What follows belongs to an exercise in optimizing a design on an open flow for small area and a short achievable clock period; a production flow would make more cautious choices. The RTL was checked by simulation tests, not by an equivalence proof against the original design.

==> design.v <==
`default_nettype none
module dstep (
    input  wire [31:0] p,
    input  wire        b,
    input  wire [31:0] d,
    output wire        q,
    output wire [31:0] pn);
    wire [32:0] r_a = {p, b};
    wire [32:0] r_bb = {1'b0, d};
    wire [32:0] r_g = r_a & ~r_bb;
    wire [32:0] r_t = r_a | ~r_bb;
    wire r_G1 = r_g[1] | (r_t[1] & r_a[0]) | (r_t[1] & ~r_bb[0]);
    wire r_G2 = r_g[3] | (r_t[3] & r_g[2]);
    wire r_P2 = r_t[3] & r_t[2];
    wire r_G3 = r_g[5] | (r_t[5] & r_g[4]);
    wire r_P3 = r_t[5] & r_t[4];
    wire r_G4 = r_g[7] | (r_t[7] & r_g[6]);
    wire r_P4 = r_t[7] & r_t[6];
    wire r_G5 = r_g[9] | (r_t[9] & r_g[8]);
    wire r_P5 = r_t[9] & r_t[8];
    wire r_G6 = r_g[11] | (r_t[11] & r_g[10]);
    wire r_P6 = r_t[11] & r_t[10];
    wire r_G7 = r_g[13] | (r_t[13] & r_g[12]);
    wire r_P7 = r_t[13] & r_t[12];
    wire r_G8 = r_g[15] | (r_t[15] & r_g[14]);
    wire r_P8 = r_t[15] & r_t[14];
    wire r_G9 = r_g[17] | (r_t[17] & r_g[16]);
    wire r_P9 = r_t[17] & r_t[16];
    wire r_G10 = r_g[19] | (r_t[19] & r_g[18]);
    wire r_P10 = r_t[19] & r_t[18];
    wire r_G11 = r_g[21] | (r_t[21] & r_g[20]);
    wire r_P11 = r_t[21] & r_t[20];
    wire r_G12 = r_g[23] | (r_t[23] & r_g[22]);
    wire r_P12 = r_t[23] & r_t[22];
    wire r_G13 = r_g[25] | (r_t[25] & r_g[24]);
    wire r_P13 = r_t[25] & r_t[24];
    wire r_G14 = r_g[27] | (r_t[27] & r_g[26]);
    wire r_P14 = r_t[27] & r_t[26];
    wire r_G15 = r_g[29] | (r_t[29] & r_g[28]);
    wire r_P15 = r_t[29] & r_t[28];
    wire r_G16 = r_g[31] | (r_t[31] & r_g[30]);
    wire r_P16 = r_t[31] & r_t[30];
    wire r_G17 = r_G2 | (r_P2 & r_G1);
    wire r_G18 = r_G4 | (r_P4 & r_G3);
    wire r_P18 = r_P4 & r_P3;
    wire r_G19 = r_G6 | (r_P6 & r_G5);
    wire r_P19 = r_P6 & r_P5;
    wire r_G20 = r_G8 | (r_P8 & r_G7);
    wire r_P20 = r_P8 & r_P7;
    wire r_G21 = r_G10 | (r_P10 & r_G9);
    wire r_P21 = r_P10 & r_P9;
    wire r_G22 = r_G12 | (r_P12 & r_G11);
    wire r_P22 = r_P12 & r_P11;
    wire r_G23 = r_G14 | (r_P14 & r_G13);
    wire r_P23 = r_P14 & r_P13;
    wire r_G24 = r_G16 | (r_P16 & r_G15);
    wire r_P24 = r_P16 & r_P15;
    wire r_G25 = r_G18 | (r_P18 & r_G17);
    wire r_G26 = r_G20 | (r_P20 & r_G19);
    wire r_P26 = r_P20 & r_P19;
    wire r_G27 = r_G22 | (r_P22 & r_G21);
    wire r_P27 = r_P22 & r_P21;
    wire r_G28 = r_G24 | (r_P24 & r_G23);
    wire r_P28 = r_P24 & r_P23;
    wire r_G29 = r_G26 | (r_P26 & r_G25);
    wire r_G30 = r_G28 | (r_P28 & r_G27);
    wire r_P30 = r_P28 & r_P27;
    wire r_G31 = r_G30 | (r_P30 & r_G29);
    wire r_G32 = r_G27 | (r_P27 & r_G29);
    wire r_G33 = r_G19 | (r_P19 & r_G25);
    wire r_G34 = r_G21 | (r_P21 & r_G29);
    wire r_G35 = r_G23 | (r_P23 & r_G32);
    wire r_G36 = r_G3 | (r_P3 & r_G17);
    wire r_G37 = r_G5 | (r_P5 & r_G25);
    wire r_G38 = r_G7 | (r_P7 & r_G33);
    wire r_G39 = r_G9 | (r_P9 & r_G29);
    wire r_G40 = r_G11 | (r_P11 & r_G34);
    wire r_G41 = r_G13 | (r_P13 & r_G32);
    wire r_G42 = r_G15 | (r_P15 & r_G35);
    wire [32:0] r_c = {r_G31, r_g[30], r_G42, r_g[28], r_G35, r_g[26], r_G41, r_g[24], r_G32, r_g[22], r_G40, r_g[20], r_G34, r_g[18], r_G39, r_g[16], r_G29, r_g[14], r_G38, r_g[12], r_G33, r_g[10], r_G37, r_g[8], r_G25, r_g[6], r_G36, r_g[4], r_G17, r_g[2], r_G1, r_t[0], 1'b1};
    wire r_s0 = (r_a[0] ^ 1'b1) ^ ~r_bb[0];
    wire r_s1 = (r_a[1] ^ (1'b1 ? r_t[0] : r_g[0])) ^ ~r_bb[1];
    wire r_s2 = (r_a[2] ^ r_G1) ^ ~r_bb[2];
    wire r_s3 = (r_a[3] ^ (r_G1 ? r_t[2] : r_g[2])) ^ ~r_bb[3];
    wire r_s4 = (r_a[4] ^ r_G17) ^ ~r_bb[4];
    wire r_s5 = (r_a[5] ^ (r_G17 ? r_t[4] : r_g[4])) ^ ~r_bb[5];
    wire r_s6 = (r_a[6] ^ r_G36) ^ ~r_bb[6];
    wire r_s7 = (r_a[7] ^ (r_G36 ? r_t[6] : r_g[6])) ^ ~r_bb[7];
    wire r_s8 = (r_a[8] ^ r_G25) ^ ~r_bb[8];
    wire r_s9 = (r_a[9] ^ (r_G25 ? r_t[8] : r_g[8])) ^ ~r_bb[9];
    wire r_s10 = (r_a[10] ^ r_G37) ^ ~r_bb[10];
    wire r_s11 = (r_a[11] ^ (r_G37 ? r_t[10] : r_g[10])) ^ ~r_bb[11];
    wire r_s12 = (r_a[12] ^ r_G33) ^ ~r_bb[12];
    wire r_s13 = (r_a[13] ^ (r_G33 ? r_t[12] : r_g[12])) ^ ~r_bb[13];
    wire r_s14 = (r_a[14] ^ r_G38) ^ ~r_bb[14];
    wire r_s15 = (r_a[15] ^ (r_G38 ? r_t[14] : r_g[14])) ^ ~r_bb[15];
    wire r_s16 = (r_a[16] ^ r_G29) ^ ~r_bb[16];
    wire r_s17 = (r_a[17] ^ (r_G29 ? r_t[16] : r_g[16])) ^ ~r_bb[17];
    wire r_s18 = (r_a[18] ^ r_G39) ^ ~r_bb[18];
    wire r_s19 = (r_a[19] ^ (r_G39 ? r_t[18] : r_g[18])) ^ ~r_bb[19];
    wire r_s20 = (r_a[20] ^ r_G34) ^ ~r_bb[20];
    wire r_s21 = (r_a[21] ^ (r_G34 ? r_t[20] : r_g[20])) ^ ~r_bb[21];
    wire r_s22 = (r_a[22] ^ r_G40) ^ ~r_bb[22];
    wire r_s23 = (r_a[23] ^ (r_G40 ? r_t[22] : r_g[22])) ^ ~r_bb[23];
    wire r_s24 = (r_a[24] ^ r_G32) ^ ~r_bb[24];
    wire r_s25 = (r_a[25] ^ (r_G32 ? r_t[24] : r_g[24])) ^ ~r_bb[25];
    wire r_s26 = (r_a[26] ^ r_G41) ^ ~r_bb[26];
    wire r_s27 = (r_a[27] ^ (r_G41 ? r_t[26] : r_g[26])) ^ ~r_bb[27];
    wire r_s28 = (r_a[28] ^ r_G35) ^ ~r_bb[28];
    wire r_s29 = (r_a[29] ^ (r_G35 ? r_t[28] : r_g[28])) ^ ~r_bb[29];
    wire r_s30 = (r_a[30] ^ r_G42) ^ ~r_bb[30];
    wire r_s31 = (r_a[31] ^ (r_G42 ? r_t[30] : r_g[30])) ^ ~r_bb[31];
    wire r_s32 = (r_a[32] ^ r_G31) ^ ~r_bb[32];
    wire [32:0] r_s = {r_s32, r_s31, r_s30, r_s29, r_s28, r_s27, r_s26, r_s25, r_s24, r_s23, r_s22, r_s21, r_s20, r_s19, r_s18, r_s17, r_s16, r_s15, r_s14, r_s13, r_s12, r_s11, r_s10, r_s9, r_s8, r_s7, r_s6, r_s5, r_s4, r_s3, r_s2, r_s1, r_s0};
    wire r_q = ~r_s[32];
    wire [31:0] r_pn = r_q ? r_s[31:0] : r_a[31:0];
    assign q = r_q;
    assign pn = r_pn;
endmodule
module div32p2(
    input  wire [63:0] x,
    input  wire [31:0] d,
    output wire [31:0] q,
    output wire [31:0] r,
    input  wire        clk,
    input  wire        rstn);
    wire sa0_q;
    wire [31:0] sa0_pn;
    dstep u_sa0 (.p(x[63:32]), .b(x[31]), .d(d), .q(sa0_q), .pn(sa0_pn));
    wire sa1_q;
    wire [31:0] sa1_pn;
    dstep u_sa1 (.p(sa0_pn), .b(x[30]), .d(d), .q(sa1_q), .pn(sa1_pn));
    wire sa2_q;
    wire [31:0] sa2_pn;
    dstep u_sa2 (.p(sa1_pn), .b(x[29]), .d(d), .q(sa2_q), .pn(sa2_pn));
    wire sa3_q;
    wire [31:0] sa3_pn;
    dstep u_sa3 (.p(sa2_pn), .b(x[28]), .d(d), .q(sa3_q), .pn(sa3_pn));
    wire sa4_q;
    wire [31:0] sa4_pn;
    dstep u_sa4 (.p(sa3_pn), .b(x[27]), .d(d), .q(sa4_q), .pn(sa4_pn));
    wire sa5_q;
    wire [31:0] sa5_pn;
    dstep u_sa5 (.p(sa4_pn), .b(x[26]), .d(d), .q(sa5_q), .pn(sa5_pn));
    wire sa6_q;
    wire [31:0] sa6_pn;
    dstep u_sa6 (.p(sa5_pn), .b(x[25]), .d(d), .q(sa6_q), .pn(sa6_pn));
    wire sa7_q;
    wire [31:0] sa7_pn;
    dstep u_sa7 (.p(sa6_pn), .b(x[24]), .d(d), .q(sa7_q), .pn(sa7_pn));
    reg [31:0] p1;
    reg [31:0] d1;
    reg [23:0] x1;
    reg [31:24] q1;
    always @(posedge clk) begin
        p1 <= sa7_pn;
        d1 <= d;
        x1 <= x[23:0];
        q1 <= {sa0_q, sa1_q, sa2_q, sa3_q, sa4_q, sa5_q, sa6_q, sa7_q};
    end
    wire sb0_q;
    wire [31:0] sb0_pn;
    dstep u_sb0 (.p(p1), .b(x1[23]), .d(d1), .q(sb0_q), .pn(sb0_pn));
    wire sb1_q;
    wire [31:0] sb1_pn;
    dstep u_sb1 (.p(sb0_pn), .b(x1[22]), .d(d1), .q(sb1_q), .pn(sb1_pn));
    wire sb2_q;
    wire [31:0] sb2_pn;
    dstep u_sb2 (.p(sb1_pn), .b(x1[21]), .d(d1), .q(sb2_q), .pn(sb2_pn));
    wire sb3_q;
    wire [31:0] sb3_pn;
    dstep u_sb3 (.p(sb2_pn), .b(x1[20]), .d(d1), .q(sb3_q), .pn(sb3_pn));
    wire sb4_q;
    wire [31:0] sb4_pn;
    dstep u_sb4 (.p(sb3_pn), .b(x1[19]), .d(d1), .q(sb4_q), .pn(sb4_pn));
    wire sb5_q;
    wire [31:0] sb5_pn;
    dstep u_sb5 (.p(sb4_pn), .b(x1[18]), .d(d1), .q(sb5_q), .pn(sb5_pn));
    wire sb6_q;
    wire [31:0] sb6_pn;
    dstep u_sb6 (.p(sb5_pn), .b(x1[17]), .d(d1), .q(sb6_q), .pn(sb6_pn));
    wire sb7_q;
    wire [31:0] sb7_pn;
    dstep u_sb7 (.p(sb6_pn), .b(x1[16]), .d(d1), .q(sb7_q), .pn(sb7_pn));
    wire sb8_q;
    wire [31:0] sb8_pn;
    dstep u_sb8 (.p(sb7_pn), .b(x1[15]), .d(d1), .q(sb8_q), .pn(sb8_pn));
    wire sb9_q;
    wire [31:0] sb9_pn;
    dstep u_sb9 (.p(sb8_pn), .b(x1[14]), .d(d1), .q(sb9_q), .pn(sb9_pn));
    wire sb10_q;
    wire [31:0] sb10_pn;
    dstep u_sb10 (.p(sb9_pn), .b(x1[13]), .d(d1), .q(sb10_q), .pn(sb10_pn));
    wire sb11_q;
    wire [31:0] sb11_pn;
    dstep u_sb11 (.p(sb10_pn), .b(x1[12]), .d(d1), .q(sb11_q), .pn(sb11_pn));
    wire sb12_q;
    wire [31:0] sb12_pn;
    dstep u_sb12 (.p(sb11_pn), .b(x1[11]), .d(d1), .q(sb12_q), .pn(sb12_pn));
    wire sb13_q;
    wire [31:0] sb13_pn;
    dstep u_sb13 (.p(sb12_pn), .b(x1[10]), .d(d1), .q(sb13_q), .pn(sb13_pn));
    wire sb14_q;
    wire [31:0] sb14_pn;
    dstep u_sb14 (.p(sb13_pn), .b(x1[9]), .d(d1), .q(sb14_q), .pn(sb14_pn));
    wire sb15_q;
    wire [31:0] sb15_pn;
    dstep u_sb15 (.p(sb14_pn), .b(x1[8]), .d(d1), .q(sb15_q), .pn(sb15_pn));
    wire sb16_q;
    wire [31:0] sb16_pn;
    dstep u_sb16 (.p(sb15_pn), .b(x1[7]), .d(d1), .q(sb16_q), .pn(sb16_pn));
    reg [31:0] p2;
    reg [31:0] d2;
    reg [6:0] x2;
    reg [31:7] q2;
    reg        rz;   
    always @(posedge clk) begin
        p2 <= sb16_pn;
        d2 <= d1;
        x2 <= x1[6:0];
        q2 <= {q1, sb0_q, sb1_q, sb2_q, sb3_q, sb4_q, sb5_q, sb6_q, sb7_q, sb8_q, sb9_q, sb10_q, sb11_q, sb12_q, sb13_q, sb14_q, sb15_q, sb16_q};
        rz <= ~rstn;
    end
    wire sc0_q;
    wire [31:0] sc0_pn;
    dstep u_sc0 (.p(p2), .b(x2[6]), .d(d2), .q(sc0_q), .pn(sc0_pn));
    wire sc1_q;
    wire [31:0] sc1_pn;
    dstep u_sc1 (.p(sc0_pn), .b(x2[5]), .d(d2), .q(sc1_q), .pn(sc1_pn));
    wire sc2_q;
    wire [31:0] sc2_pn;
    dstep u_sc2 (.p(sc1_pn), .b(x2[4]), .d(d2), .q(sc2_q), .pn(sc2_pn));
    wire sc3_q;
    wire [31:0] sc3_pn;
    dstep u_sc3 (.p(sc2_pn), .b(x2[3]), .d(d2), .q(sc3_q), .pn(sc3_pn));
    wire sc4_q;
    wire [31:0] sc4_pn;
    dstep u_sc4 (.p(sc3_pn), .b(x2[2]), .d(d2), .q(sc4_q), .pn(sc4_pn));
    wire sc5_q;
    wire [31:0] sc5_pn;
    dstep u_sc5 (.p(sc4_pn), .b(x2[1]), .d(d2), .q(sc5_q), .pn(sc5_pn));
    wire sc6_q;
    wire [31:0] sc6_pn;
    dstep u_sc6 (.p(sc5_pn), .b(x2[0]), .d(d2), .q(sc6_q), .pn(sc6_pn));
    wire [31:0] qc = {q2, sc0_q, sc1_q, sc2_q, sc3_q, sc4_q, sc5_q, sc6_q};
    assign q = rz ? 32'd0 : qc;
    assign r = rz ? 32'd0 : sc6_pn;
endmodule
`default_nettype wire
==> flow/run.sh <==
#!/bin/bash
# Standard layout, unchanged (probe run).
bash standard.sh > standard.log 2>&1
==> standard.sh <==
#!/bin/bash
# synth_recipe.tcl (not shown) runs the flow's synth.tcl, then flattens the netlist and writes it again
# the make line also repeats each setting of config.mk as NAME=value (left out here)
make -C /OpenROAD-flow-scripts/flow DESIGN_CONFIG=/design/flow/config.mk WORK_HOME=/design/flow/orfs CLKGATE_MAP_FILE= SYNTH_SCRIPT=/design/flow/synth_recipe.tcl "${@:-finish}"
==> config.mk <==
export PLATFORM = sky130hd
export DESIGN_NAME = div32p2
export DESIGN_NICKNAME = div32p2
export VERILOG_FILES = /design/flow/design.v
export SDC_FILE = /design/flow/constraint.sdc
export NUM_CORES = 4
export LEC_CHECK = 0
export ABC_AREA = 1
export CAP_MARGIN = 50
export CORE_MARGIN = 2
export CORE_UTILIZATION = 45
export GPL_TIMING_DRIVEN = 0
export PLACE_DENSITY = 0.6
export SLEW_MARGIN = 70
export SYNTH_HIERARCHICAL = 1
==> constraint.sdc <==
create_clock -name core_clock -period 95.0 [get_ports {clk}]
set_input_delay 19.0000 -clock core_clock [delete_from_list [all_inputs] [get_ports {clk}]]
set_output_delay 19.0000 -clock core_clock [all_outputs]
set_load 0.01 [all_outputs]
==> results.txt, run 1 <==
CP Max Fanout=10; largest net degree at the start of global routing=27; gr ovfl total=0; Clock Latency Late Sink=between 0.5 and 0.6 ns; hold_ws=between 0.3 and 0.4 ns; First-pass DRT Iterations=6; Avg WL per Cell=around 13 um; post-synthesis sequential area ratio=0.0595; Max Slew Vio Count=0; port bufs=around 160; Ports=roughly 160; Critical Path RT=approximately 76 ns; Post-DP Area=70,400 um2; Post-Route Setup TNS=0 ns; hold_buf cts=0; Starting Density=0.452; synth warn=7; nets=around 13,000; total of max-cap violations=0; Syn Area/Cell=approximately 5 um2; routed wire length=about 200 mm; TritonCTS Buffers=17; Netlist cell types=29; hpwl dp=about 170 mm; routability-driven placement congestion ratio=0.914; Synth area leaders=nand2_1 (31%), inv_1 (14%), xor2_1 (6.5%); Area Growth Syn to Fin=9.55%; Clock Skew=between 0.03 and 0.04 ns; synthesized area=64,900 um2; RSZ-0062 raised after global routing=no; H-tree depth=4; count leader, synth=nand2_1; final core utilization=0.496; clock sink count=193; layout cell share with drive strength beyond 1=0.0879; DRC=0; Fillers=15,400; Crit Path Category=reg -> out; worst hold-check path type=reg -> reg; CTS max path bufs=2; Final Cell Area=around 70,000 um2; clock transition at the registers of the reported paths=about 0.09 ns; cell count after synthesis=about 13,000; GR Util All Layers=0.263; share of the synthesized area in the top cell type=0.307; Std-Cell Rows=~140; vias in the first global route=~66,000; Least-Margin Pin Slew=about 0.46 ns; TritonCTS clock tree=yes; initial antenna violation count=5; min Tclk post-route=around 33 ns; dominant cell type by area after synthesis=nand2_1; Via density=between 4 and 5; total setup buffers inserted after CTS=0; total die area=between 100,000 and 150,000 um2; clk root buf=clkbuf_16; core box area=around 140,000 um2; WP data arrival=~14 ns; first-pass GRT wire length=about 320 mm; Post-synth EDFFs=0; Post-synth top cells=nand2_1 (5,312), inv_1 (2,337), nor2_1 (1,056); Tcrit/Tclk final=0.347; crit start category=flop; slowest CP cell=dfxtp_1; Die H=384 um; DR vias=between 70,000 and 80,000; Initial DRC Count=~4,500; achievable frequency=a little over 30 MHz; outcome=timing/DRC/antenna clean; max incr delay on CP=~0.53 ns; Die W=~380 um; syn_nets=between 10,000 and 15,000; crit path capture type=primary output; Synth Register Bits=around 190; ys flop type=dfxtp_1; Top cell by count, worst path=nand2_1; final setup fails=0; Async S/R FF share, synth=0; cts repair resizes=0; Hold Fails Final Rpt=0; antenna-violating nets left=0; Slew headroom=0.691
## per-module statistics from Yosys, one instance, submodules excluded
module	flops+latches	cell area [um2]	cells inside	copies in the design
div32p2	193	4430	329	1
dstep	0	1890	395	32
## per-stage QoR
step	setup WS, ns	cells
3_5_place_dp	61.10	15100
2_1_floorplan	64.61	13000
3_3_place_gp	60.73	15000
5_1_grt	60.46	15100
4_1_cts	61.66	15100
6_report	62.03	15100
## sequential cells by signal, summed over array words and instances, names as in the netlist
name	count
x1	24
d1	32
rz	1
x2	7
q2	25
q1	8
p1	32
d2	32
p2	32
## cell usage in the layout, fill, tap and decap left out, types with 64 or more instances in the layout
cell type / netlist / layout
nand2_1: 5312 / 5312
inv_1: 2337 / 2336
nor2_1: 1056 / 1056
o21ai_0: 672 / 543
xor2_1: 480 / 480
nand3_1: 416 / 416
xnor2_1: 416 / 416
a21oi_1: 384 / 384
o21ai_1: 256 / 365
buf_6: 199 / 200
or2_1: 160 / 160
o21ai_2: 128 / 148
dfxtp_1: 193 / 135
clkdlybuf4s50_1: 0 / 129
or2_2: 128 / 128
nand2_2: 128 / 128
a21oi_2: 96 / 96
nor3_1: 96 / 96
nand3_2: 96 / 96
or2_4: 64 / 64
## final timing paths
path | depth (start not counted) | slack (ns) | end | start
worst max register to register | 258 | 63.95 | p2[31] | d1[4]
worst max-delay path | 106 | 62.03 | r[31] | d2[29]
worst min-delay path | 0 | 0.33 | x2[5] | x1[5]
worst min register to register | 0 | 0.33 | x2[5] | x1[5]
## cell families (layout without fill, tap and decap cells)
| group | Yosys count | in the layout | share of synthesized area |
|---|---|---|---|
| adder cells (fa/ha/maj) | 32 | 32 | 0.00617 |
| AO/OA/AOI/OAI | 1664 | 1664 | 0.145 |
| AND/OR/NAND/NOR | 7616 | 7616 | 0.496 |
| buffers and inverters | 2568 | 2811 | 0.173 |
| other | 0 | 1 | 0 |
| XOR/XNOR | 896 | 896 | 0.121 |
| flip-flops | 193 | 193 | 0.0595 |
## layer usage
layer / routed length, um / share of wire / GRT usage
met1: 92400 / 0.47 / 0.339
met4: 5280 / 0.027 / 0.0762
met5: 0 / 0 / 0
met2: 91700 / 0.47 / 0.467
met3: 7270 / 0.037 / 0.0163
## final cells by class
type / count / area [um2] / share of cell area
multi-input combinational: 10200 / 50100 / 0.705
clock buffer: 17 / 425 / 0.00598
inverter: 2369 / 8970 / 0.126
antenna: 1 / 2.50 / 0.0000352
buffer: 199 / 2240 / 0.0315
tap: 1903 / 2380 / 0.0335
timing repair buffer: 211 / 2750 / 0.0386
sequential: 193 / 4020 / 0.0565
clock inverter: 15 / 210 / 0.00296
## worst max-delay path: cells and delay by family, from the launching register on
family,cells,cell delay (ns)
AND/OR/NAND/NOR,60,6.72
AO/OA/AOI/OAI,24,3.33
buffers and inverters,22,2.84
flip-flops,1,0.53
==> inputs of run 2 (changes only) <==
==> run.sh (new file) <==
#!/bin/bash
# synth_recipe.tcl (not shown) runs the flow's synth.tcl, then flattens the netlist and writes it again
# the make line also repeats each setting of config.mk as NAME=value (left out here)
make -C /OpenROAD-flow-scripts/flow DESIGN_CONFIG=/design/flow/config.mk WORK_HOME=/design/flow/orfs CLKGATE_MAP_FILE= SYNTH_SCRIPT=/design/flow/synth_recipe.tcl finish
--- a/config.mk
+++ b/config.mk
@@ -7,9 +7,9 @@
 export LEC_CHECK = 0
 export ABC_AREA = 1
-export CAP_MARGIN = 50
+export CAP_MARGIN = 40
 export CORE_MARGIN = 2
 export CORE_UTILIZATION = 45
 export GPL_TIMING_DRIVEN = 0
 export PLACE_DENSITY = 0.6
-export SLEW_MARGIN = 70
+export SLEW_MARGIN = 60
 export SYNTH_HIERARCHICAL = 1
removed: flow/run.sh
removed: standard.sh
==> run 2 against run 1 <==
Compared with the run above:
- still clean on timing, DRC and antenna
- register-to-register slack got worse by 0.62 ns
- routed wire length down 0.22%
- fmax decreased by 2.0%
- non-clock buffer count fell by 20
- area after synthesis unchanged
- final area fell by 1.2%
- first-iteration DRC count fell by 7.5%
- worst hold slack worse by 0.00093 ns
- global-route usage about the same
- critical path type is now in -> reg
- highest routed layer unchanged
==> results.txt, run 2 <==
outcome=timing/DRC/antenna clean (unchanged); Post-DP Area=69,600 um2 (was 70,400 um2); Synth Area in Adders=0.00617 (unchanged); Tcrit/Tclk final=0.354 (was 0.347); reg2reg start=d1[21] (was d1[4]); Crit Path Category=in -> reg (was reg -> out); CP Max Fanout=10 (unchanged); Die H=384 um (unchanged); GR Util All Layers=0.262 (was 0.263); RSZ-0062 raised after global routing=no (unchanged); port bufs=161 (unchanged); Hold Fails Final Rpt=0 (unchanged); hold_ws=0.331 ns (was 0.332 ns); cts repair resizes=0 (unchanged); ys flop type=dfxtp_1 (unchanged); Least-Margin Pin Slew=0.640 ns (was 0.458 ns); RR Endpoint=p2[31] (unchanged); Synth Area in XOR/XNOR=0.121 (unchanged); cell count after synthesis=13,000 (unchanged); Max Slew Vio Count=0 (unchanged); initial antenna violation count=2 (was 5); Slew headroom=0.570 (was 0.691); Post-synth EDFFs=0 (unchanged); Starting Density=0.452 (unchanged); First-pass DRT Iterations=8 (was 6); commonest non-fill, non-tap cell in the layout=nand2_1 (unchanged); Top cell by count, worst path=nand2_1 (unchanged); Std-Cell Rows=139 (unchanged); Final Cell Area=70,300 um2 (was 71,100 um2); post-route insts no fill=15,100 (about the same); Clock Latency Late Sink=0.57 ns (was 0.58 ns); Avg WL per Cell=13.0 um (about the same); TritonCTS Buffers=17 (unchanged); vias in the first global route=66,700 (was 66,400); achievable frequency=29.7 MHz (was 30.3 MHz); Area Growth Syn to Fin=8.29% (was 9.55%); share of the synthesized area in the top cell type=0.307 (unchanged); mux share of post-synthesis cell area=0 (unchanged); largest net degree at the start of global routing=33 (was 27); crit start category=primary input (was flop); post-synthesis sequential area ratio=0.0595 (unchanged); worst hold-check path type=reg -> reg (unchanged); routability-driven placement congestion ratio=0.914 (unchanged); total die area=147,000 um2 (unchanged); synthesized area=64,900 um2 (unchanged); DRC=0 (unchanged); clk root buf=clkbuf_16 (unchanged); worst hold start=x1[5] (unchanged); Via density=4.85 (about the same); max incr delay on CP=0.79 ns (was 0.53 ns); final setup fails=0 (unchanged); hpwl dp=170 mm (about the same); TritonCTS clock tree=yes (unchanged); Syn Area/Cell=5.01 um2 (unchanged); routed wire length=196 mm (was 197 mm); layout cell share with drive strength beyond 1=0.0827 (was 0.0879); crit path launch=d[29] (was d2[29]); total of max-cap violations=0 (unchanged); reg2reg path depth=227 (was 258); gr ovfl total=0 (unchanged); FF-to-FF setup slack=63.33 ns (was 63.95 ns); syn_nets=13,100 (unchanged); clock transition at the registers of the reported paths=0.09 ns (about the same); Placed Cells=15,100 (about the same); most frequent cells in the layout=nand2_1 (5,312), inv_1 (2,337), nor2_1 (1,056), o21ai_0 (649), xor2_1 (480) (was nand2_1 (5,312), inv_1 (2,336), nor2_1 (1,056), o21ai_0 (543), xor2_1 (480)); Clock Skew=0.0370 ns (was 0.0355 ns); Critical Path RT=95.39 ns (was 76.00 ns); crit path capture type=flop (was primary output); core box area=143,000 um2 (unchanged); Ports=162 (unchanged); H-tree depth=4 (unchanged); Setup crit end=p1[5] (was r[31]); Post-synth top cells=nand2_1 (5,312), inv_1 (2,337), nor2_1 (1,056) (unchanged); Die W=384 um (unchanged); dominant cell type by area after synthesis=nand2_1 (unchanged); first-pass GRT wire length=322 mm (about the same); synth warn=7 (unchanged); antenna-violating nets left=0 (unchanged); Synth area leaders=nand2_1 (31%), inv_1 (14%), xor2_1 (6.5%) (unchanged); Initial DRC Count=4,160 (was 4,498); main combinational cell family by area after synthesis=simple AND/OR/NAND/NOR gates (unchanged); DR vias=73,200 (was 73,300); count leader, synth=nand2_1 (unchanged); simple-gate share of the synthesized area=0.496 (unchanged); Async S/R FF share, synth=0 (unchanged); clock sink count=193 (unchanged); Netlist cell types=29 (unchanged); slowest CP cell=clkdlybuf4s50_1 (was dfxtp_1); complex-gate fraction of the synthesized area=0.145 (unchanged); WP data arrival=34.03 ns (was 13.97 ns); total setup buffers inserted after CTS=0 (unchanged); CTS max path bufs=2 (unchanged); Synth Register Bits=193 (unchanged); hold_buf cts=0 (unchanged); min Tclk post-route=33.64 ns (was 32.97 ns); Post-Route Setup TNS=0 ns (unchanged); nets=13,300 (about the same)
[run 2: cell counts after synthesis]
No cell type changed its count.
[run 2: how the worst min path moves through the flow]
stage / to / slack [ns] / cells past startpoint
6_report: x2[5] / 0.33 / 0
5_1_grt: q2[26] / 0.34 / 0
4_1_cts: q2[31] / 0.33 / 0
3_5_place_dp: x2[5] / 0.31 / 0
3_3_place_gp: x2[2] / 0.31 / 0
2_1_floorplan: q2[24] / 0.31 / 0
[run 2: stage by stage]
step,util,setup slack [ns]
global route,0.490,59.80
detailed placement,0.485,60.91
finish,0.490,61.36
CTS,0.490,61.46
floorplan,-,64.61
global placement,0.480,60.73
[run 2: routing by layer]
layer / share of wire / vias up / track usage
met1: 0.47 / 32000 / 0.333
met4: 0.027 / 0 / 0.0749
met5: 0 / - / 0
met2: 0.47 / 1211 / 0.468
li1: - / 39700 / -
met3: 0.039 / 274 / 0.0245
[run 2: cell families (layout without fill, tap and decap cells)]
| kind of cell | count (synthesis) | after routing |
|---|---|---|
| and+or+nand+nor | 7616 | 7616 |
| buffers and inverters | 2568 | 2791 |
| AOI/OAI and AO/OA | 1664 | 1664 |
| xor gates and xnor gates | 896 | 896 |
| DFF | 193 | 193 |
| adders and majority gates | 32 | 32 |
| other | 0 | 3 |
[run 2: modules after synthesis (local to each module, per instance)]
module	area, um2	flops+latches	times used	cells
div32p2	4430	193	1	329
dstep	1890	0	32	395
[run 2: cell type report]
type / instances / area [um2]
Timing Repair Buffer: 191 / 2160
Clock inverter: 15 / 186
Fill cell: 15700 / 73200
Sequential cell: 193 / 4010
Tap cell: 1903 / 2380
Buffer: 199 / 2240
Inverter: 2369 / 8970
Multi-Input combinational cell: 10200 / 49900
Antenna cell: 3 / 7.51
Clock buffer: 17 / 425
[run 2: worst max-delay path, delay by kind of cell]
kind | cells | cell delay [ns]
buffers and inverters | 21 | 3.25
AND/OR/NAND/NOR | 68 | 7.51
AO/OA/AOI/OAI | 20 | 4.17
==> inputs of run 3 (changes only) <==
--- a/config.mk
+++ b/config.mk
@@ -7,9 +7,9 @@
 export LEC_CHECK = 0
 export ABC_AREA = 1
-export CAP_MARGIN = 40
+export CAP_MARGIN = 60
 export CORE_MARGIN = 2
 export CORE_UTILIZATION = 45
 export GPL_TIMING_DRIVEN = 0
 export PLACE_DENSITY = 0.6
-export SLEW_MARGIN = 60
+export SLEW_MARGIN = 78
 export SYNTH_HIERARCHICAL = 1
==> run 3 against run 2 <==
Compared with the run above:
- setup slack gained 0.45 ns
- sequential share of layout area shrank 0.067 points
- critical endpoint unchanged
- utilization grew 1.4 points
- routed wire length grew 0.98%
- still clean on timing, DRC and antenna
- first-iteration DRC count grew 1.4%
- worst hold slack is essentially flat
- fmax grew 1.4%
- critical path depth grew 3
- non-clock buffer count grew 65
- clock skew shrank 0.0018 ns
- largest cell class unchanged
==> results.txt, run 3 <==
final setup fails=0 (unchanged); max incr delay on CP=0.56 ns (was 0.79 ns); first-pass GRT wire length=325 mm (was 322 mm); Synth Register Bits=193 (unchanged); hpwl dp=173 mm (was 170 mm); initial antenna violation count=5 (was 2); Via density=4.86 (was 4.85); Setup crit end=p1[5] (unchanged); Least-Margin Pin Slew=0.376 ns (was 0.640 ns); share of the synthesized area in the top cell type=0.307 (unchanged); Initial DRC Count=4,217 (was 4,160); Clock Latency Late Sink=0.57 ns (about the same); H-tree depth=4 (unchanged); CP Max Fanout=10 (unchanged); vias in the first global route=67,200 (was 66,700); delay-heaviest family, CP=simple AND/OR/NAND/NOR gates (unchanged); First-pass DRT Iterations=6 (was 8); routed wire length=198 mm (was 196 mm); Critical Path RT=95.43 ns (was 95.39 ns); gr ovfl total=0 (unchanged); Reg area=4070 um2 (was 4010 um2); Top cell by count, worst path=nand2_1 (unchanged); Tcrit/Tclk final=0.349 (was 0.354); grt met2 use=0.470 (was 0.468); CP Buf/Inv Count=26 (was 21); achievable frequency=30.1 MHz (was 29.7 MHz); reg2reg start=d1[6] (was d1[21]); clock sink count=193 (unchanged); synth warn=7 (unchanged); outcome=timing/DRC/antenna clean (unchanged); crit path capture type=flop (unchanged); synthesized area=64,900 um2 (unchanged); count leader, synth=nand2_1 (unchanged); multi-input logic area=51,400 um2 (was 49,900 um2); slowest CP cell=clkdlybuf4s50_1 (unchanged); reg2reg path depth=249 (was 227); post-synthesis sequential area ratio=0.0595 (unchanged); nets=13,400 (was 13,300); Synth area leaders=nand2_1 (31%), inv_1 (14%), xor2_1 (6.5%) (unchanged); cell count after synthesis=13,000 (unchanged); worst hold-check path type=reg -> reg (unchanged); clk root buf=clkbuf_16 (unchanged); cts repair resizes=0 (unchanged); Clock Skew=0.0352 ns (was 0.0370 ns); FF-to-FF setup slack=64.19 ns (was 63.33 ns); GRT Max-Usage Layer=met2 (unchanged); TritonCTS clock tree=yes (unchanged); most frequent cells in the layout=nand2_1 (5,164), inv_1 (2,336), nor2_1 (1,013), o21ai_1 (556), xor2_1 (479) (was nand2_1 (5,312), inv_1 (2,337), nor2_1 (1,056), o21ai_0 (649), xor2_1 (480)); total die area=147,000 um2 (unchanged); Crit Path Category=in -> reg (unchanged); TritonCTS Buffers=17 (unchanged); crit start category=primary input (unchanged); RSZ-0062 raised after global routing=no (unchanged); Avg WL per Cell=13.1 um (was 13.0 um); layout cell share with drive strength beyond 1=0.114 (was 0.0827); Netlist cell types=29 (unchanged); Max Slew Vio Count=0 (unchanged); DR vias=73,700 (was 73,200); antenna-violating nets left=0 (unchanged); Async S/R FF share, synth=0 (unchanged); Die W=384 um (unchanged); Ports=162 (unchanged); hold_ws=0.332 ns (was 0.331 ns); dominant cell type by area after synthesis=nand2_1 (unchanged); min Tclk post-route=33.19 ns (was 33.64 ns); grt met1 use=0.338 (was 0.333); Std-Cell Rows=139 (unchanged); Post-Route Setup TNS=0 ns (unchanged); clock transition at the registers of the reported paths=0.10 ns (was 0.09 ns); ys flop type=dfxtp_1 (unchanged); Critical Path Stages=112 (was 109); hold_buf cts=0 (unchanged); core box area=143,000 um2 (unchanged); Starting Density=0.452 (unchanged); largest net degree at the start of global routing=24 (was 33); crit path launch=x[56] (was d[29]); DRC=0 (unchanged); Post-synth EDFFs=0 (unchanged); Post-synth top cells=nand2_1 (5,312), inv_1 (2,337), nor2_1 (1,056) (unchanged); worst hold start=q1[31] (was x1[5]); Slew headroom=0.748 (was 0.570); syn_nets=13,100 (unchanged); routability-driven placement congestion ratio=0.914 (unchanged); Die H=384 um (unchanged); GR Util All Layers=0.264 (was 0.262); total setup buffers inserted after CTS=0 (unchanged); total of max-cap violations=0 (unchanged); CTS max path bufs=2 (unchanged); Syn Area/Cell=5.01 um2 (unchanged); port bufs=161 (unchanged); Area Growth Syn to Fin=11.4% (was 8.29%); Hold Fails Final Rpt=0 (unchanged); grt met3 use=0.0208 (was 0.0245); WP data arrival=33.62 ns (was 34.03 ns); RR Endpoint=p2[31] (unchanged); Fillers=15,500 (was 15,700); commonest non-fill, non-tap cell in the layout=nand2_1 (unchanged)
-- run 3: cell counts after synthesis --
Identical to the previous run, type by type.
-- run 3: cell type report --
| type | count | area share |
|---|---|---|
| multi-input cells | 10200 | 0.711 |
| inverters | 2369 | 0.124 |
| flip-flops and latches | 193 | 0.0563 |
| repair buffers | 256 | 0.0357 |
| well taps | 1903 | 0.0329 |
| plain buffers | 199 | 0.0310 |
| clock buffers | 17 | 0.00588 |
| clock inverters | 15 | 0.00298 |
| diodes | 1 | 0.0000346 |
-- run 3: cells by family (layout without fill, tap and decap cells) --
group / after synthesis / count (layout) / synth area share
simple gates: 7616 / 7616 / 0.496
buf+inv: 2568 / 2856 / 0.173
other cells: 0 / 1 / 0
flops: 193 / 193 / 0.0595
xor+xnor: 896 / 896 / 0.121
compound gates: 1664 / 1664 / 0.145
fa+ha+maj: 32 / 32 / 0.00617
-- run 3: worst min path at each step --
| stage | endpoint | slack (ns) | cells past startpoint |
|---|---|---|---|
| floorplan | q2[24] | 0.31 | 0 |
| global placement | x2[2] | 0.31 | 0 |
| detailed placement | x2[5] | 0.31 | 0 |
| CTS | q2[31] | 0.33 | 0 |
| global route | q2[26] | 0.34 | 0 |
| finish | q2[31] | 0.33 | 0 |
-- run 3: worst register-to-register path, delay by kind of cell, from the launching register on --
kind | cells | cell delay, ns
DFF | 1 | 0.39
buffers and inverters | 52 | 7.15
AOI/OAI and AO/OA | 34 | 5.58
and+or+nand+nor | 163 | 17.57
-- run 3: modules after synthesis (local to each module, per instance) --
module / times used / cell area [um2]
div32p2: 1 / 4430
dstep: 32 / 1890
-- run 3: per-stage QoR --
step | instance area, um2 | util | instances | worst slack, ns
after floorplan | 64900 | - | 13000 | 64.61
after global placement | 68900 | 0.480 | 15000 | 60.73
after detailed placement | 71100 | 0.496 | 15100 | 61.29
after CTS | 71800 | 0.500 | 15200 | 61.86
after global routing | 72300 | 0.504 | 15200 | 60.28
final | 72300 | 0.504 | 15200 | 61.81
-- run 3: metal layers --
layer / routed length [um] / vias up / part of all wire
li1: - / 39900 / -
met1: 93500 / 32400 / 0.47
met2: 92300 / 1212 / 0.47
met3: 6750 / 267 / 0.034
met4: 5610 / 0 / 0.028
met5: 0 / - / 0
==> inputs of run 4 (changes only) <==
--- a/config.mk
+++ b/config.mk
@@ -7,9 +7,9 @@
 export LEC_CHECK = 0
 export ABC_AREA = 1
-export CAP_MARGIN = 60
+export CAP_MARGIN = 50
 export CORE_MARGIN = 2
 export CORE_UTILIZATION = 45
 export GPL_TIMING_DRIVEN = 0
 export PLACE_DENSITY = 0.6
-export SLEW_MARGIN = 78
+export SLEW_MARGIN = 70
 export SYNTH_HIERARCHICAL = 1
==> run 4 against run 3 <==
Compared with the run above:
- final cell count shrank 0.30%
- sequential cell count unchanged
- fmax increased by 0.66%
- count of clock-buffer cells in the layout stayed put
- global-route usage decreased by 0.14 points
- worst hold slack improved by 0.00083 ns
==> results.txt, run 4 <==
outcome=timing/DRC/antenna clean (unchanged); reg2reg start=d1[4] (was d1[6]); port bufs=161 (unchanged); Max Slew Vio Count=0 (unchanged); initial antenna violation count=5 (unchanged); CTS max path bufs=2 (unchanged); first-pass GRT wire length=322 mm (was 325 mm); largest net degree at the start of global routing=27 (was 24); Tcrit/Tclk final=0.347 (was 0.349); layout cell share with drive strength beyond 1=0.0879 (was 0.114); total of max-cap violations=0 (unchanged); final setup fails=0 (unchanged); synth warn=7 (unchanged); Critical Path RT=76.00 ns (was 95.43 ns); cell count after synthesis=13,000 (unchanged); Hold Fails Final Rpt=0 (unchanged); reg2reg path depth=258 (was 249); Clock Latency Late Sink=0.58 ns (was 0.57 ns); Post-synth EDFFs=0 (unchanged); synthesized area=64,900 um2 (unchanged); hold path cells=0 (unchanged); vias in the first global route=66,400 (was 67,200); hpwl dp=170 mm (was 173 mm); WP data arrival=13.97 ns (was 33.62 ns); Ports=162 (unchanged); Std-Cell Rows=139 (unchanged); clk root buf=clkbuf_16 (unchanged); Top cell by count, worst path=nand2_1 (unchanged); dominant cell type by area after synthesis=nand2_1 (unchanged); clock sink count=193 (unchanged); clock transition at the registers of the reported paths=0.09 ns (was 0.10 ns); Post-synth top cells=nand2_1 (5,312), inv_1 (2,337), nor2_1 (1,056) (unchanged); Synth area leaders=nand2_1 (31%), inv_1 (14%), xor2_1 (6.5%) (unchanged); crit path capture type=primary output (was flop); Avg WL per Cell=13.0 um (was 13.1 um); syn_nets=13,100 (unchanged); final core utilization=0.496 (was 0.504); core box area=143,000 um2 (unchanged); TritonCTS clock tree=yes (unchanged); commonest non-fill, non-tap cell in the layout=nand2_1 (unchanged); min Tclk post-route=32.97 ns (was 33.19 ns); CP Max Fanout=10 (unchanged); gr ovfl total=0 (unchanged); Clock Skew=0.0355 ns (was 0.0352 ns); nets=13,300 (was 13,400); TritonCTS Buffers=17 (unchanged); hold_buf cts=0 (unchanged); Post-Route Setup TNS=0 ns (unchanged); ys flop type=dfxtp_1 (unchanged); First-pass DRT Iterations=6 (unchanged); total die area=147,000 um2 (unchanged); crit path launch=d2[29] (was x[56]); DR vias=73,300 (was 73,700); share of the synthesized area in the top cell type=0.307 (unchanged); Least-Margin Pin Slew=0.458 ns (was 0.376 ns); Slew headroom=0.691 (was 0.748); Synth Register Bits=193 (unchanged); worst hold-check path type=reg -> reg (unchanged); Async S/R FF share, synth=0 (unchanged); total setup buffers inserted after CTS=0 (unchanged); slowest CP cell=dfxtp_1 (was clkdlybuf4s50_1); routed wire length=197 mm (was 198 mm); max incr delay on CP=0.53 ns (was 0.56 ns); RSZ-0062 raised after global routing=no (unchanged); Syn Area/Cell=5.01 um2 (unchanged); Die H=384 um (unchanged); GR Util All Layers=0.263 (was 0.264); Starting Density=0.452 (unchanged); H-tree depth=4 (unchanged); Die W=384 um (unchanged); Via density=4.85 (was 4.86); achievable frequency=30.3 MHz (was 30.1 MHz); Area Growth Syn to Fin=9.55% (was 11.4%); worst hold start=x1[5] (was q1[31]); antenna-violating nets left=0 (unchanged); Crit Path Category=reg -> out (was in -> reg); Netlist cell types=29 (unchanged); Initial DRC Count=4,498 (was 4,217); post-synthesis sequential area ratio=0.0595 (unchanged); cts repair resizes=0 (unchanged); routability-driven placement congestion ratio=0.914 (unchanged); DRC=0 (unchanged); count leader, synth=nand2_1 (unchanged); crit start category=flop (was primary input); most frequent cells in the layout=nand2_1 (5,312), inv_1 (2,336), nor2_1 (1,056), o21ai_0 (543), xor2_1 (480) (was nand2_1 (5,164), inv_1 (2,336), nor2_1 (1,013), o21ai_1 (556), xor2_1 (479))
-- run 4: metal layers --
| metal | GRT usage | wire length, um |
|---|---|---|
| met1 | 0.339 | 92400 |
| met3 | 0.0163 | 7270 |
| met5 | 0 | 0 |
| met4 | 0.0762 | 5280 |
| met2 | 0.467 | 91700 |
-- run 4: final cells by class --
class / instances / area, um2
Tap cell: 1903 / 2380
Inverter: 2369 / 8970
Sequential cell: 193 / 4020
Fill cell: 15400 / 72400
Timing Repair Buffer: 211 / 2750
Clock inverter: 15 / 210
Antenna cell: 1 / 2.50
Buffer: 199 / 2240
Clock buffer: 17 / 425
Multi-Input combinational cell: 10200 / 50100
-- run 4: path summary, 6_finish.rpt --
check	to	slack [ns]
worst min register to register	x2[5]	0.33
worst min-delay path	x2[5]	0.33
worst max-delay path	r[31]	62.03
worst max register to register	p2[31]	63.95
-- run 4: worst max-delay path, delay by kind of cell, from the launching register on --
family / cells / cell delay [ns]
flip-flops: 1 / 0.53
buffers and inverters: 22 / 2.84
AND/OR/NAND/NOR: 60 / 6.72
AO/OA/AOI/OAI: 24 / 3.33
-- run 4: per-stage QoR --
stage          setup WS [ns]  instances  instance area, um2  hold slack (ns)
2_1_floorplan          64.61      13000               64900            0.310
3_3_place_gp           60.73      15000               68900            0.309
3_5_place_dp           61.10      15100               70400            0.313
4_1_cts                61.66      15100               71100            0.334
5_1_grt                60.46      15100               71100            0.340
6_report               62.03      15100               71100            0.332
-- run 4: logic make-up after synthesis --
kind of cell / count (synthesis) / synth area share
buffers and inverters: 2568 / 0.173
flip-flops: 193 / 0.0595
AND/OR/NAND/NOR: 7616 / 0.496
XOR/XNOR: 896 / 0.121
adder cells (fa/ha/maj): 32 / 0.00617
AO/OA/AOI/OAI: 1664 / 0.145
-- run 4: modules after synthesis (local to each module, per instance) --
module / cell area [um2] / times used / cells inside
div32p2: 4430 / 1 / 329
dstep: 1890 / 32 / 395
==> inputs of run 5 (changes only) <==
==> flow/run.sh (new file) <==
#!/bin/bash
# The standard layout (the standard.sh, synthesis unchanged), with ORFS's timing repair
# asked to leave 64 ns of setup slack at the design's clock period: it sizes up and
# buffers the long paths further than it does by default (which stops at 0 ns).
set -euo pipefail
export SETUP_SLACK_MARGIN=64
bash standard.sh > standard.log 2>&1
==> standard.sh (new file) <==
#!/bin/bash
# synth_recipe.tcl (not shown) runs the flow's synth.tcl, then flattens the netlist and writes it again
# the make line also repeats each setting of config.mk as NAME=value (left out here)
make -C /OpenROAD-flow-scripts/flow DESIGN_CONFIG=/design/flow/config.mk WORK_HOME=/design/flow/orfs CLKGATE_MAP_FILE= SYNTH_SCRIPT=/design/flow/synth_recipe.tcl "${@:-finish}"
removed: run.sh
==> run 5 against run 4 <==
Compared with the run above:
- routed wire length increased by 11%
- largest cell class unchanged
- non-clock buffer count increased by 401
- count of clock-buffer cells in the layout unchanged
- critical path type is now in -> reg
- global-route usage increased by 0.17 points
- synthesized cell count unchanged
==> results.txt, run 5 <==
dominant cell type by area after synthesis=nand2_1 (unchanged); Async S/R FF share, synth=0 (unchanged); outcome=timing/DRC/antenna clean (unchanged); first-pass GRT wire length=325 mm (was 322 mm); main combinational cell family by area after synthesis=simple AND/OR/NAND/NOR gates (unchanged); layout cell share with drive strength beyond 1=0.213 (was 0.0879); synthesized area=64,900 um2 (unchanged); Clock Skew=0.0348 ns (was 0.0355 ns); core box area=143,000 um2 (unchanged); total die area=147,000 um2 (unchanged); Via density=4.95 (was 4.85); commonest non-fill, non-tap cell in the layout=nand2_1 (unchanged); count leader, synth=nand2_1 (unchanged); multi-input logic area=55,800 um2 (was 50,100 um2); max incr delay on CP=0.32 ns (was 0.53 ns); achievable frequency=31.3 MHz (was 30.3 MHz); Crit Path Category=in -> reg (was reg -> out); final setup fails=0 (unchanged); slowest CP cell=or2_4 (was dfxtp_1); grt met3 use=0.0187 (was 0.0163); WP data arrival=32.41 ns (was 13.97 ns); Synth Register Bits=193 (unchanged); complex-gate fraction of the synthesized area=0.145 (unchanged); hold_buf cts=0 (unchanged); crit start category=primary input (was flop); Die W=384 um (unchanged); Top cell by count, worst path=nand2_2 (was nand2_1); Netlist cell types=29 (unchanged); GR Util All Layers=0.264 (was 0.263); reg2reg start=d1[6] (was d1[4]); CP Max Fanout=8 (was 10); most frequent cells in the layout=nand2_1 (4,792), inv_1 (2,180), nor2_1 (1,001), nand2_2 (535), xor2_1 (480) (was nand2_1 (5,312), inv_1 (2,336), nor2_1 (1,056), o21ai_0 (543), xor2_1 (480)); GRT Max-Usage Layer=met2 (unchanged); post-route insts no fill=15,500 (was 15,100); Ports=162 (unchanged); hold_ws=0.332 ns (about the same); port bufs=161 (unchanged); CTS max path bufs=2 (unchanged); mux share of post-synthesis cell area=0 (unchanged); Synth Area in Adders=0.00617 (unchanged); largest net degree at the start of global routing=27 (unchanged); total of max-cap violations=0 (unchanged); Fillers=14,400 (was 15,400); share of the synthesized area in the top cell type=0.307 (unchanged); grt met2 use=0.471 (was 0.467); post-synthesis sequential area ratio=0.0595 (unchanged); H-tree depth=4 (unchanged); ys flop type=dfxtp_1 (unchanged); Die H=384 um (unchanged); clock sink count=193 (unchanged); delay-heaviest family, CP=simple AND/OR/NAND/NOR gates (unchanged); Reg area=4110 um2 (was 4020 um2); hold path cells=0 (unchanged); Starting Density=0.452 (unchanged); routed wire length=218 mm (was 197 mm); min Tclk post-route=31.98 ns (was 32.97 ns); Synth area leaders=nand2_1 (31%), inv_1 (14%), xor2_1 (6.5%) (unchanged); initial antenna violation count=5 (unchanged); Placed Cells=15,100 (unchanged); hold endpoint=x2[5] (unchanged); First-pass DRT Iterations=6 (unchanged); synth warn=7 (unchanged); DR vias=76,900 (was 73,300); Slew headroom=0.696 (was 0.691); DRC=0 (unchanged); cell count after synthesis=13,000 (unchanged); clk root buf=clkbuf_16 (unchanged); RR Endpoint=p2[15] (was p2[31]); hpwl dp=170 mm (unchanged); Avg WL per Cell=14.0 um (was 13.0 um); worst hold-check path type=reg -> reg (unchanged); nets=13,700 (was 13,300); TritonCTS clock tree=yes (unchanged); Max Slew Vio Count=0 (unchanged); syn_nets=13,100 (unchanged); Initial DRC Count=4,481 (was 4,498); grt met1 use=0.340 (was 0.339); routability-driven placement congestion ratio=0.914 (unchanged); RSZ-0062 raised after global routing=yes (was no); reg2reg path depth=235 (was 258); simple-gate share of the synthesized area=0.496 (unchanged); FF-to-FF setup slack=66.26 ns (was 63.95 ns); antenna-violating nets left=0 (unchanged); Hold Fails Final Rpt=0 (unchanged); worst hold start=x1[5] (unchanged); Post-synth top cells=nand2_1 (5,312), inv_1 (2,337), nor2_1 (1,056) (unchanged); TritonCTS Buffers=17 (unchanged); Post-synth EDFFs=0 (unchanged); Synth Area in XOR/XNOR=0.121 (unchanged); crit path capture type=flop (was primary output); clock transition at the registers of the reported paths=0.09 ns (about the same); Least-Margin Pin Slew=0.452 ns (was 0.458 ns); Clock Latency Late Sink=0.58 ns (about the same); Syn Area/Cell=5.01 um2 (unchanged); gr ovfl total=0 (unchanged); Area Growth Syn to Fin=26.4% (was 9.55%); Post-Route Setup TNS=0 ns (unchanged); Critical Path RT=95.43 ns (was 76.00 ns); CP Buf/Inv Count=29 (was 22); Tcrit/Tclk final=0.337 (was 0.347); vias in the first global route=67,000 (was 66,400); Std-Cell Rows=139 (unchanged)
[run 5: worst max-delay path by stage]
stage / cells past startpoint / slack [ns] / endpoint / start
4_1_cts: 120 / 63.12 / p1[31] / x[59]
6_report: 120 / 63.02 / p1[31] / d[1]
2_1_floorplan: 114 / 64.61 / p1[31] / d[1]
5_1_grt: 108 / 62.25 / r[30] / p2[7]
3_3_place_gp: 106 / 60.73 / p1[5] / d[22]
3_5_place_dp: 114 / 61.10 / p1[1] / d[1]
[run 5: kinds of logic after synthesis]
kind of cell               after synthesis
DFF                                    193
buffers and inverters                 2568
AOI/OAI and AO/OA                     1664
and+or+nand+nor                       7616
xor gates and xnor gates               896
adders and majority gates               32
[run 5: modules after synthesis, one instance, submodules excluded]
module | area (um2) | copies in the design
dstep | 1890 | 32
div32p2 | 4430 | 1
[run 5: area by class of cell]
cell class,count,share of cell area
flip-flops and latches,193,0.0501
inverters,2369,0.111
diodes,6,0.000183
clock buffers,17,0.00518
multi-input cells,10200,0.680
repair buffers,612,0.0872
plain buffers,199,0.0351
well taps,1903,0.0290
clock inverters,15,0.00256
[run 5: stage by stage]
stage / setup slack (ns) / utilization / cell area (um2)
global route: 62.25 / 0.572 / 82000
CTS: 63.12 / 0.503 / 72200
finish: 63.02 / 0.572 / 82100
detailed placement: 61.10 / 0.491 / 70400
global placement: 60.73 / 0.480 / 68900
floorplan: 64.61 / - / 64900
[run 5: timing repair]
action | in CTS | in global routing
setup buffers | 41 | 300
setup endpoints to repair | 80 | 102
pin swaps | 36 | 347
resized for setup | 470 | 2062
gates cloned | 2 | 72
[run 5: routing by layer]
layer  vias up  wire length, um
li1      40700                -
met1     34200            95000
met2      1568           105000
met3       415             9250
met4         0             8410
met5         -                0
==> inputs of run 6 (changes only) <==
==> flow/run.sh (replaced) <==
#!/bin/bash
# The standard layout (the standard.sh, synthesis unchanged), except that the port
# buffers that placement inserts on every input and output are sky130_fd_sc_hd__buf_4
# instead of the delay cell clkdlybuf4s50_1 the default picks.
set -euo pipefail
export BUFFER_PORTS_ARGS="-buffer_cell sky130_fd_sc_hd__buf_4"
bash standard.sh > standard.log 2>&1
==> run 6 against run 5 <==
Compared with the run above:
- register-to-register slack got worse by 2.4 ns
- clock skew increased by 0.013 ns
- setup slack got worse by 0.73 ns
- worst hold slack about the same
- final area decreased by 14%
- count of clock-buffer cells in the layout unchanged
- synthesized cell count unchanged
- die area unchanged
- sequential cell count unchanged
==> results.txt, run 6 <==
Async S/R FF share, synth=0 (unchanged); synthesized area=64,900 um2 (unchanged); syn_nets=13,100 (unchanged); Avg WL per Cell=13.0 um (was 14.0 um); worst hold start=x1[6] (was x1[5]); crit start category=primary input (unchanged); Synth Register Bits=193 (unchanged); min Tclk post-route=32.71 ns (was 31.98 ns); Post-synth EDFFs=0 (unchanged); max incr delay on CP=0.36 ns (was 0.32 ns); hold path cells=0 (unchanged); initial antenna violation count=5 (unchanged); antenna-violating nets left=0 (unchanged); Synth area leaders=nand2_1 (31%), inv_1 (14%), xor2_1 (6.5%) (unchanged); outcome=timing/DRC/antenna clean (unchanged); CP Max Fanout=17 (was 8); Post-synth top cells=nand2_1 (5,312), inv_1 (2,337), nor2_1 (1,056) (unchanged); Clock Latency Late Sink=0.58 ns (about the same); crit path capture type=flop (unchanged); layout cell share with drive strength beyond 1=0.0974 (was 0.213); hpwl dp=171 mm (was 170 mm); ys flop type=dfxtp_1 (unchanged); mux share of post-synthesis cell area=0 (unchanged); Crit Path Category=in -> reg (unchanged); slowest CP cell=o21ai_0 (was or2_4); post-synthesis sequential area ratio=0.0595 (unchanged); Std-Cell Rows=139 (unchanged); routed wire length=196 mm (was 218 mm); CTS max path bufs=2 (unchanged); first-pass GRT wire length=321 mm (was 325 mm); synth warn=7 (unchanged); Die H=384 um (unchanged); worst hold-check path type=reg -> reg (unchanged); Max Slew Vio Count=0 (unchanged); final setup fails=0 (unchanged); Top cell by count, worst path=nand2_1 (was nand2_2); routability-driven placement congestion ratio=0.907 (was 0.914); share of the synthesized area in the top cell type=0.307 (unchanged); nets=13,300 (was 13,700); vias in the first global route=66,200 (was 67,000); Synth Area in XOR/XNOR=0.121 (unchanged); Tcrit/Tclk final=0.344 (was 0.337); WP data arrival=33.11 ns (was 32.41 ns); total setup buffers inserted after CTS=0 (was 41); FF-to-FF setup slack=63.88 ns (was 66.26 ns); hold_ws=0.333 ns (was 0.332 ns); Fillers=15,500 (was 14,400); Slew headroom=0.682 (was 0.696); hold endpoint=x2[6] (was x2[5]); Area Growth Syn to Fin=9.09% (was 26.4%); hold_buf cts=0 (unchanged); cts repair resizes=0 (was 470); post-route insts no fill=15,100 (was 15,500); complex-gate fraction of the synthesized area=0.145 (unchanged); Syn Area/Cell=5.01 um2 (unchanged); Placed Cells=15,100 (unchanged); GR Util All Layers=0.262 (was 0.264); DR vias=73,300 (was 76,900); Hold Fails Final Rpt=0 (unchanged); total of max-cap violations=0 (unchanged); simple-gate share of the synthesized area=0.496 (unchanged); Ports=162 (unchanged); count leader, synth=nand2_1 (unchanged); DRC=0 (unchanged); main combinational cell family by area after synthesis=simple AND/OR/NAND/NOR gates (unchanged); RR Endpoint=p2[31] (was p2[15]); Clock Skew=0.0475 ns (was 0.0348 ns); Critical Path RT=95.40 ns (was 95.43 ns); Via density=4.85 (was 4.95); Die W=384 um (unchanged); port bufs=161 (unchanged); First-pass DRT Iterations=6 (unchanged); commonest non-fill, non-tap cell in the layout=nand2_1 (unchanged); RSZ-0062 raised after global routing=no (was yes); Starting Density=0.452 (unchanged); clock sink count=193 (unchanged); total die area=147,000 um2 (unchanged); Initial DRC Count=4,437 (was 4,481); most frequent cells in the layout=nand2_1 (5,312), inv_1 (2,336), nor2_1 (1,056), o21ai_0 (538), xor2_1 (480) (was nand2_1 (4,792), inv_1 (2,180), nor2_1 (1,001), nand2_2 (535), xor2_1 (480)); reg2reg start=d1[20] (was d1[6]); gr ovfl total=0 (unchanged); largest net degree at the start of global routing=27 (unchanged); achievable frequency=30.6 MHz (was 31.3 MHz); Netlist cell types=29 (unchanged); TritonCTS clock tree=yes (unchanged); cell count after synthesis=13,000 (unchanged); clock transition at the registers of the reported paths=0.09 ns (about the same); Synth Area in Adders=0.00617 (unchanged); core box area=143,000 um2 (unchanged); reg2reg path depth=258 (was 235); H-tree depth=4 (unchanged); Post-Route Setup TNS=0 ns (unchanged); Least-Margin Pin Slew=0.472 ns (was 0.452 ns); clk root buf=clkbuf_16 (unchanged); dominant cell type by area after synthesis=nand2_1 (unchanged); TritonCTS Buffers=17 (unchanged)
==> run 6: cell counts after synthesis <==
No cell type changed its count.
==> run 6: stage by stage <==
step	util	cell area, um2	setup WS (ns)
after floorplan	-	64900	64.61
after global placement	0.478	68500	61.78
after detailed placement	0.489	70200	61.71
after CTS	0.493	70800	62.18
after global routing	0.494	70800	60.44
final	0.494	70800	62.29
==> run 6: final cells by class <==
class / count / area, um2 / share of cell area
repair buffers: 210 / 2470 / 0.0349
flip-flops and latches: 193 / 4020 / 0.0567
plain buffers: 199 / 2240 / 0.0316
diodes: 1 / 2.50 / 0.0000353
clock buffers: 17 / 425 / 0.00601
multi-input cells: 10200 / 50100 / 0.708
clock inverters: 15 / 198 / 0.00279
well taps: 1903 / 2380 / 0.0336
inverters: 2369 / 8970 / 0.127
==> run 6: how the worst max path moves through the flow <==
stage,startpoint,end,slack (ns),cells past startpoint
after floorplan,d[1],p1[31],64.61,114
after global routing,d1[20],p2[31],60.44,259
after global placement,d[25],p1[3],61.78,109
final,d[21],p1[0],62.29,117
after CTS,d2[1],r[13],62.18,104
after detailed placement,d[25],p1[0],61.71,110
==> run 6: logic make-up (layout without fill, tap and decap cells) <==
family	Yosys count	count (layout)
other	0	1
adder cells (fa/ha/maj)	32	32
XOR/XNOR	896	896
flip-flops	193	193
AO/OA/AOI/OAI	1664	1664
AND/OR/NAND/NOR	7616	7616
buffers and inverters	2568	2810
==> run 6: metal layers <==
metal	share of wire	track usage	up-vias
li1	-	-	39700
met5	0	0	-
met1	0.46	0.332	32000
met2	0.47	0.468	1294
met4	0.027	0.0739	0
met3	0.042	0.0245	247
==> run 6: modules after synthesis (local to each module, per instance) <==
module   cell area, um2  flip-flops and latches  cells
div32p2            4430                     193    329
dstep              1890                       0    395
==> run 6: critical path: cells and delay by family <==
kind	cells	cell delay [ns]
and+or+nand+nor	74	7.60
AOI/OAI and AO/OA	19	3.60
buffers and inverters	24	2.77

## port drivers added, routing unchanged
Ports are ideal in the flow. The routed layouts listed here were re-timed in OpenROAD. Step 1 (the two cells are an assumption about what drives the block):
set clk [get_ports {clk}]
set_driving_cell -lib_cell sky130_fd_sc_hd__clkbuf_16 $clk
set_driving_cell -lib_cell sky130_fd_sc_hd__buf_2 [delete_from_list [all_inputs] $clk]
Step 2 times the ports against the registers' clock, not the clock port: input delays grow and output delays shrink by t, the midpoint of the rising clock arrivals with the driver on. Three values: ideal, step 1, step 2; two values: the first two.
run | t (ns) | slack for setup (ns) | clock arrival spread, ns | worst slew at a driven data input, ns
run 1 | 0.638 | 62.028 / 61.948 / 61.478 | 0.035 / 0.036 | 0.18
run 2 | 0.623 | 61.358 / 61.402 / 60.779 | 0.037 / 0.037 | 0.16
run 3 | 0.633 | 61.810 / 61.863 / 61.231 | 0.035 / 0.035 | 0.20
run 4 | 0.638 | 62.028 / 61.948 / 61.478 | 0.035 / 0.036 | 0.18
run 5 | 0.645 | 63.022 / 62.958 / 62.396 | 0.035 / 0.035 | 0.20
run 6 | 0.641 | 62.294 / 62.262 / 61.710 | 0.047 / 0.047 | 0.17
After both steps setup and hold are still met in every run listed. For run 5, which loses most, drivers alone change the setup slack by -0.064 ns; drivers and shift together by -0.626 ns.
